This design comes from an exercise in tuning for small area, a short achievable clock period and few clock cycles on the open sky130 flow, not from production work. At most, simulation tests tie the RTL to the original design; equivalence was not proved. No activity file was given, so power comes from the tool's default toggle rates.

Design MCPU, start of the top module:
module MCPU(clk, reset, imem_addr, imem_rdata, dmem_addr, dmem_we, dmem_wdata, dmem_rdata);
input clk;
input reset;
output [7:0]  imem_addr;
input  [15:0] imem_rdata;
output [7:0]  dmem_addr;
output        dmem_we;
output [15:0] dmem_wdata;
input  [15:0] dmem_rdata;
localparam [3:0] OP_AND = 0, OP_OR = 1, OP_XOR = 2, OP_ADD = 3, OP_LSL = 4,
                 OP_RSL = 5, OP_MOV = 6, OP_LOAD = 7, OP_STORE = 8,
                 OP_SHORT = 9, OP_BNZ = 10;
reg  [7:0] pc;
assign imem_addr = pc;
wire [3:0] f_op  = imem_rdata[15:12];
wire       f_ra  = (f_op == OP_STORE) | (f_op == OP_BNZ);
reg        d_v;        
reg [15:0] d_ins;
reg [15:0] d_sel1;     
reg [15:0] d_sel2;     
wire [3:0] d_op  = d_ins[15:12];
wire [3:0] d_a   = d_ins[11:8];
wire [7:0] d_imm = d_ins[7:0];
reg        e_wr;       
reg        e_store, e_bnz;
reg [3:0]  e_rd;
reg [15:0] e_op1, e_op2;
reg [7:0]  e_imm;
reg [3:1]  e_tt;       
reg        e_add, e_sh, e_right, e_load, e_short;
reg        w_wr;
reg [3:0]  w_rd;
reg [15:0] w_res;
wire [15:0] res;
wire [15:0] r1, r2;
MCPU_Registerfile rf(.clk(clk), .sel1(d_sel1), .sel2(d_sel2), .we(w_wr), .rd(w_rd), .wd(w_res), .rd1(r1), .rd2(r2));
MCPU_Alu alu(.in1(e_op1), .in2(e_op2), .imm(e_imm), .mem(dmem_rdata),
             .tt(e_tt), .s_add(e_add), .s_sh(e_sh),
             .s_right(e_right), .s_load(e_load), .s_short(e_short), .out(res));
assign dmem_addr  = e_imm;
assign dmem_we    = e_store;
assign dmem_wdata = e_op1;
wire mispredict = e_bnz & ~(|e_op1);       
wire smc_e  = e_store & (e_imm == pc);
wire smc_d  = d_v & (d_op == OP_STORE) & (d_imm == pc);
wire squash = mispredict | smc_e | smc_d;
wire fwd1 = e_wr & d_sel1[e_rd];
wire fwd2 = e_wr & d_sel2[e_rd];
  ...
For scale: roughly 1600 cells after synthesis, ~390 flip-flops, about 67 I/O pins, ~19000 sq um of cells after synthesis.
export LEC_CHECK = 0
export CAP_MARGIN = 20
export CORE_MARGIN = 2
export CORE_UTILIZATION = 60
export SETUP_SLACK_MARGIN = 3.0
export SLEW_MARGIN = 20
create_clock -name core_clock -period 5.5 [get_ports {clk}]
standard.sh (not shown) runs the stock make flow with config.mk's settings and CLKGATE_MAP_FILE= SYNTH_SCRIPT=/design/flow/synth_recipe.tcl, a recipe that flattens the netlist after the stock synthesis.
==> flow/flow/run.sh <==
#!/bin/bash
# The standard layout, with the port buffers made of plain buffers
# (buffer_ports otherwise picks a slow delay buffer for every port).
set -euo pipefail
export BUFFER_PORTS_ARGS="-buffer_cell sky130_fd_sc_hd__buf_2"
bash standard.sh > standard.log 2>&1
The baseline finished with timing, DRC and antenna clean.
Testbench counts at the start, summed over its fixed seeds: cycles 31,575.
Edit:
--- a/flow/config.mk
+++ b/flow/config.mk
@@ -7,2 +7,3 @@
 export LEC_CHECK = 0
+export ABC_AREA = 1
 export CAP_MARGIN = 20
After rerunning:
- The changed run finished with timing, DRC and antenna clean
- hold slack hardly moves
- worst setup slack stays flat
- die area hardly moves
- design area is lower by about 2.7%
- routed wire length grows by about 2%
- global-route usage rises by 1.2 points
- sequential share of layout area grows by 1.2 points
- non-clock buffer count falls by 33
Edit:
--- a/flow/config.mk
+++ b/flow/config.mk
@@ -11,2 +11,4 @@
 export CORE_UTILIZATION = 60
+export CTS_CLUSTER_DIAMETER = 100
+export CTS_CLUSTER_SIZE = 30
 export SETUP_SLACK_MARGIN = 3.0
Effect: The new run finished clean. Routed wire length decreases slightly. Global-route usage fell by 0.93 points. Area after synthesis does not change. Total power came out lower by about a fifth. Setup slack gets better by 7.3 ps.
Edit:
--- a/flow/config.mk
+++ b/flow/config.mk
@@ -7,3 +7,2 @@
 export LEC_CHECK = 0
-export ABC_AREA = 1
 export CAP_MARGIN = 20
What happened: The changed run ran to the end with no violations. Die area stays flat. Combinational power climbs by 29%. First-iteration DRC count decreases by 13%. Fmax goes up by about 1.5%. Global-route usage went down by 1.0 points. Register-to-register slack is worse by 130 ps. Routed wire length drops by 1.7%.
Edit:
==> flow/run.sh (new file) <==
#!/bin/bash
# synth_recipe.tcl (not shown) runs the flow's synth.tcl, then flattens the netlist and writes it again
# the make line also repeats each setting of config.mk as NAME=value (left out here)
make -C /OpenROAD-flow-scripts/flow DESIGN_CONFIG=/design/flow/config.mk WORK_HOME=/design/flow/orfs CLKGATE_MAP_FILE= SYNTH_SCRIPT=/design/flow/synth_recipe.tcl finish
--- a/flow/config.mk
+++ b/flow/config.mk
@@ -10,4 +10,2 @@
 export CORE_UTILIZATION = 60
-export CTS_CLUSTER_DIAMETER = 100
-export CTS_CLUSTER_SIZE = 30
 export SETUP_SLACK_MARGIN = 3.0
removed: flow/flow/run.sh
removed: flow/standard.sh
Result:
- wire length increases by a few percent
- final area goes up by a little under a tenth
- final cell count came out higher by a few percent
- non-clock buffer count grows by 55
- setup slack degrades by 18 ps

---

trial 67:
MCPU, a different RTL version from the one above (not shown whole).
Size: about 1,500 cells after synthesis, roughly 67 I/O pins, ~18,000 um2 of cells after synthesis.
export LEC_CHECK = 0
export CAP_MARGIN = 20
export CORE_MARGIN = 2
export CORE_UTILIZATION = 60
export SETUP_SLACK_MARGIN = 2.8
export SLEW_MARGIN = 20
create_clock -name core_clock -period 5.5 [get_ports {clk}]
run.sh (not shown) runs the stock make flow with config.mk's settings and CLKGATE_MAP_FILE= SYNTH_SCRIPT=/design/flow/synth_recipe.tcl, a recipe that flattens the netlist after the stock synthesis.
Stock flow here: none of the scripts above is used.
Here is what was changed in the inputs of trial 85 compared with trial 67.
- SETUP_SLACK_MARGIN: 2.8 -> 3.2
### Flow results
Re cell area: trial 85 is about 11% up on trial 67. Setup slack in trial 85 is larger than in trial 67. Going from trial 67 to trial 85, the area growth from synthesis to layout was found to have gone up by 13 points. Die area essentially unchanged between trial 67 and trial 85. Share of cell area taken by multi-input logic gates: lower on trial 67. On trial 85: total power is 0.87 mW higher than what trial 67 gave. Multi-input combinational cell count (higher): trial 85.
Function was not checked in any run of this note: the RTL went through the layout flow alone.

---

Setup of run 1:
RTL: one of the versions met above, not the one the previous note started from.
For scale: about 2200 cells after synthesis, about 390 flip-flops, ~67 I/O pins.
==> flow/config.mk <==
export PLATFORM = sky130hd
export DESIGN_NAME = MCPU
export DESIGN_NICKNAME = MCPU
export VERILOG_FILES = /design/flow/design.v
export SDC_FILE = /design/flow/constraint.sdc
export NUM_CORES = 4
export LEC_CHECK = 0
export ABC_AREA = 1
export CAP_MARGIN = 20
export CORE_MARGIN = 2
export CORE_UTILIZATION = 60
export CTS_CLUSTER_DIAMETER = 90
export CTS_CLUSTER_SIZE = 24
export SETUP_SLACK_MARGIN = 3.1
export SLEW_MARGIN = 20
==> flow/constraint.sdc <==
create_clock -name core_clock -period 5.5 [get_ports {clk}]
set_input_delay 1.1000 -clock core_clock [delete_from_list [all_inputs] [get_ports {clk}]]
set_output_delay 1.1000 -clock core_clock [all_outputs]
set_load 0.01 [all_outputs]
standard.sh (not shown) runs the stock make flow with config.mk's settings and CLKGATE_MAP_FILE= SYNTH_SCRIPT=/design/flow/synth_recipe.tcl, a recipe that flattens the netlist after the stock synthesis.
==> flow/flow/run.sh <==
#!/bin/bash
# The standard layout, with the port buffers made of plain buffers
# (buffer_ports otherwise picks a slow delay buffer for every port).
set -euo pipefail
export BUFFER_PORTS_ARGS="-buffer_cell sky130_fd_sc_hd__buf_2"
bash standard.sh > standard.log 2>&1
Run 1 reached the end of the flow, and the finished layout is clean on the timing, DRC and antenna checks.
Testbench counts of run 1, summed over its fixed seeds: cycles 31,575.
diff inputs: run 1 => run 2
- ABC_AREA: 1 -> unset
- SETUP_SLACK_MARGIN: 3.1 -> 3.0
==> comparison <==
- Setup WNS run 1 -> run 2: worse
- Looking at minimum period implied by the final worst setup slack across both flows, run 2 is the weaker of the two, with run 1 ahead.
- Run 2 falls short of run 1 in total power.
- Taking run 1 over run 2, the total nets after synthesis ratio works out to 1.4.
- Library cell contributing the largest single delay on the critical path = nor2_2: run 1; library cell contributing the largest single delay on the critical path = a311oi_4: run 2
- [diff] switching component of the power, run 2 relative to run 1: regression
- The final reports for run 2 and run 1 show final cycle utilization of the critical path higher in the former.
The following lists how run 3 was set up differently from run 2:
- clearing CTS_CLUSTER_SIZE, which used to be 24
- swapping 3.0 for 3.2 in SETUP_SLACK_MARGIN
- clearing CTS_CLUSTER_DIAMETER, which used to be 90
Findings:
Compared with run 2, power after layout in run 3 increased by more than 10%.
In run 3, the power per cell area came out 49 nW/um^2 above the value in run 2.
Measured against each other, run 3 and run 2 differ in clock-buffer cell count, the higher figure coming from run 3.
A critical path's slowest cell of a311oi_4 is what run 2 shows, while mux4_2 belongs to run 3.
### run 3 -> run 4
- CTS_CLUSTER_SIZE: unset -> 24
- SETUP_SLACK_MARGIN: 3.2 -> 3.0
- CORE_UTILIZATION: 60 -> 70
- CTS_CLUSTER_DIAMETER: unset -> 90
- ABC_AREA: unset -> 1
### Flow results
Compared with run 3, in run 4 share of the clock period used by the worst path after layout went down 0.92 points; final core utilization increased by 3.0 points relative to the old numbers; leakage power figure -0.30%; part of the power in registers went up by 13 points; wire length now smaller.
## Diff of input files: run 5 against run 4
- changing CORE_UTILIZATION from 70 to 60
Results
Looking at number of global-route vias before repair across run 5 and run 4, the one that comes out higher is run 4.
Floorplan die area was higher in run 5 than in run 4.
Row share of final-layout standard cells stronger than drive strength 1: run 5 higher / run 4 lower
Summary — total met2 wirelength after detailed routing, run 5 relative to run 4: higher, by 2.1%.
Run 5 finished end to end and its layout was clean on timing, DRC and antenna.
Going from run 4 to run 5, detailed route wirelength on metal3 shrank by a few percent.

---

JK:
Another version of the RTL of MCPU (not shown whole).
For scale: about 360 flip-flops, about 0.018 sq mm of cells after synthesis.
Settings: LEC_CHECK=0, CAP_MARGIN=20, CORE_MARGIN=2, CORE_UTILIZATION=40, SLEW_MARGIN=20; clock period 5.5 ns.
run.sh (not shown) runs the stock make flow with config.mk's settings and CLKGATE_MAP_FILE= SYNTH_SCRIPT=/design/flow/synth_recipe.tcl, a recipe that flattens the netlist after the stock synthesis.
Stock flow here: none of the scripts above is used.
JK did not stop at any stage, and its layout met the timing, DRC and antenna checks.
#### Input delta (MS over JK)
# JK
export LEC_CHECK = 0
export CAP_MARGIN = 20
export CORE_MARGIN = 2
export CORE_UTILIZATION = 40
export SLEW_MARGIN = 20
create_clock -name core_clock -period 5.5 [get_ports {clk}]
# MS
export LEC_CHECK = 0
export ABC_CLOCK_PERIOD_IN_PS = 2500
export CAP_MARGIN = 20
export CORE_MARGIN = 2
export CORE_UTILIZATION = 55
export SETUP_SLACK_MARGIN = 2.5
export SLEW_MARGIN = 20
create_clock -name core_clock -period 5.5 [get_ports {clk}]
## What came out
From JK to MS the numbers moved as follows: final cell count decreased about 8%; net total in the final layout increased 11; largest net degree at the start of global routing increased about 23%; total non-filler cell area in the finished layout increased about 0.55%. Global-route usage ends up lower on JK. Compared with JK, MS is the more power-hungry design. MS vs JK — wire length rose 260 um.
Function was not checked in any run of this note: the RTL went through the layout flow alone.

---

Another version of the RTL of MCPU (not shown whole).
For scale: ~1500 cells after synthesis, ~0.019 mm² of cells after synthesis.
## MCPU
module MCPU(clk, reset, imem_addr, imem_rdata, dmem_addr, dmem_we, dmem_wdata, dmem_rdata);
make LEC_CHECK=0 CAP_MARGIN=20 CORE_MARGIN=2 CORE_UTILIZATION=60 CTS_BUF_LIST='sky130_fd_sc_hd__clkbuf_4 sky130_fd_sc_hd__clkbuf_8' SETUP_SLACK_MARGIN=3.0 SLEW_MARGIN=20 finish   # period 5.5 ns
The starting point went through all stages and came out clean.
Then changed:
--- a/flow/config.mk
+++ b/flow/config.mk
@@ -11,2 +11 @@
-export CTS_BUF_LIST = sky130_fd_sc_hd__clkbuf_4 sky130_fd_sc_hd__clkbuf_8
-export SETUP_SLACK_MARGIN = 3.0
+export SETUP_SLACK_MARGIN = 2.6
What happened:
- combinational power goes down by about 10%
- global-route usage goes down by 0.37 points
- flip-flop and latch count is unchanged
Then changed:
--- a/flow/config.mk
+++ b/flow/config.mk
@@ -11 +11 @@
-export SETUP_SLACK_MARGIN = 2.6
+export SETUP_SLACK_MARGIN = 3.0
Effect:
- synthesized area is unchanged
- routed wire length stays flat
- total power came out higher slightly
- global-route usage came out higher by 0.25 points
Then changed:
--- a/flow/config.mk
+++ b/flow/config.mk
@@ -11 +11 @@
-export SETUP_SLACK_MARGIN = 3.0
+export SETUP_SLACK_MARGIN = 3.2
What happened: The new run ran to the end with no violations. Clock skew went up by 0.0072 ns. Synthesized cell count does not change. Clock power went up by about 5%. Via count went up by about 3.7%. Worst setup slack gains 0.022 ns. Utilization went up by 3.3 points. First-iteration DRC count went down by 2.1%. Wire length went up by 4.2%.
Function was not checked in any run of this note: the RTL went through the layout flow alone.

what the ideal ports hide:
The results above use ideal ports. As a check the final layouts listed here were re-extracted and re-timed, cells and wires unchanged.
Step 1 assumes that a clkbuf_16 drives the clock port and a buf_2 every other input.
Step 2 moves the port delays by t, midway between the first and last clock arrival at a register: inputs arrive t later, outputs are due t later. That takes back most of the time a late clock gives input paths.
Slacks: no drivers / after step 1 / after step 2; pairs: no drivers / after step 1.
| run | shift t [ns] | slack for setup (ns) | hold slack, ns | worst setup path after step 2 | worst slew at a driven data input, ns |
|---|---|---|---|---|---|
| the first run of note 1 | 0.585 | 2.990 / 2.990 / 2.820 | 0.328 / 0.328 / 0.328 | input to register | 0.04 |
| the second run of note 1 | 0.603 | 2.989 / 2.933 / 2.817 | 0.329 / 0.329 / 0.329 | input to register | 0.05 |
| the third run of note 1 | 0.587 | 2.996 / 2.941 / 2.844 | 0.337 / 0.337 / 0.337 | input to register | 0.05 |
| the fourth run of note 1 | 0.582 | 3.035 / 3.021 / 2.859 | 0.339 / 0.339 / 0.339 | input to register | 0.04 |
| the fifth run of note 1 | 0.591 | 3.017 / 3.017 / 2.484 | 0.332 / 0.332 / 0.332 | input to register | 0.05 |
| trial 67 | 0.587 | 2.781 / 2.758 / 2.369 | 0.314 / 0.314 / 0.314 | input to register | 0.04 |
| trial 85 | 0.589 | 2.883 / 2.883 / 2.526 | 0.325 / 0.325 / 0.325 | input to register | 0.05 |
| run 1 | 0.611 | 3.056 / 3.056 / 2.848 | 0.334 / 0.334 / 0.334 | input to register | 0.04 |
| run 2 | 0.589 | 3.009 / 3.009 / 2.847 | 0.327 / 0.327 / 0.327 | input to register | 0.04 |
| run 3 | 0.580 | 2.931 / 2.931 / 2.745 | 0.323 / 0.323 / 0.323 | input to register | 0.07 |
| run 4 | 0.593 | 2.982 / 2.944 / 2.814 | 0.327 / 0.327 / 0.327 | input to register | 0.06 |
| run 5 | 0.609 | 3.018 / 2.963 / 2.855 | 0.334 / 0.334 / 0.334 | input to register | 0.04 |
| JK | 0.605 | 1.721 / 1.721 / 1.721 | 0.323 / 0.323 / 0.323 | register to register | 0.04 |
| MS | 0.603 | 2.541 / 2.488 / 2.228 | 0.328 / 0.328 / 0.328 | input to register | 0.05 |
| the first run of note 5 | 0.633 | 2.918 / 2.918 / 2.549 | 0.325 / 0.325 / 0.325 | input to register | 0.05 |
| the second run of note 5 | 0.613 | 2.631 / 2.573 / 2.325 | 0.322 / 0.322 / 0.322 | input to register | 0.05 |
| the third run of note 5 | 0.607 | 2.890 / 2.890 / 2.503 | 0.322 / 0.322 / 0.322 | input to register | 0.05 |
| the fourth run of note 5 | 0.612 | 2.912 / 2.912 / 2.589 | 0.325 / 0.325 / 0.325 | input to register | 0.05 |
After both steps every run listed still meets setup and hold. For the fifth run of note 1, which loses most, drivers alone change the setup slack by 0.000 ns; drivers and shift together by -0.533 ns.
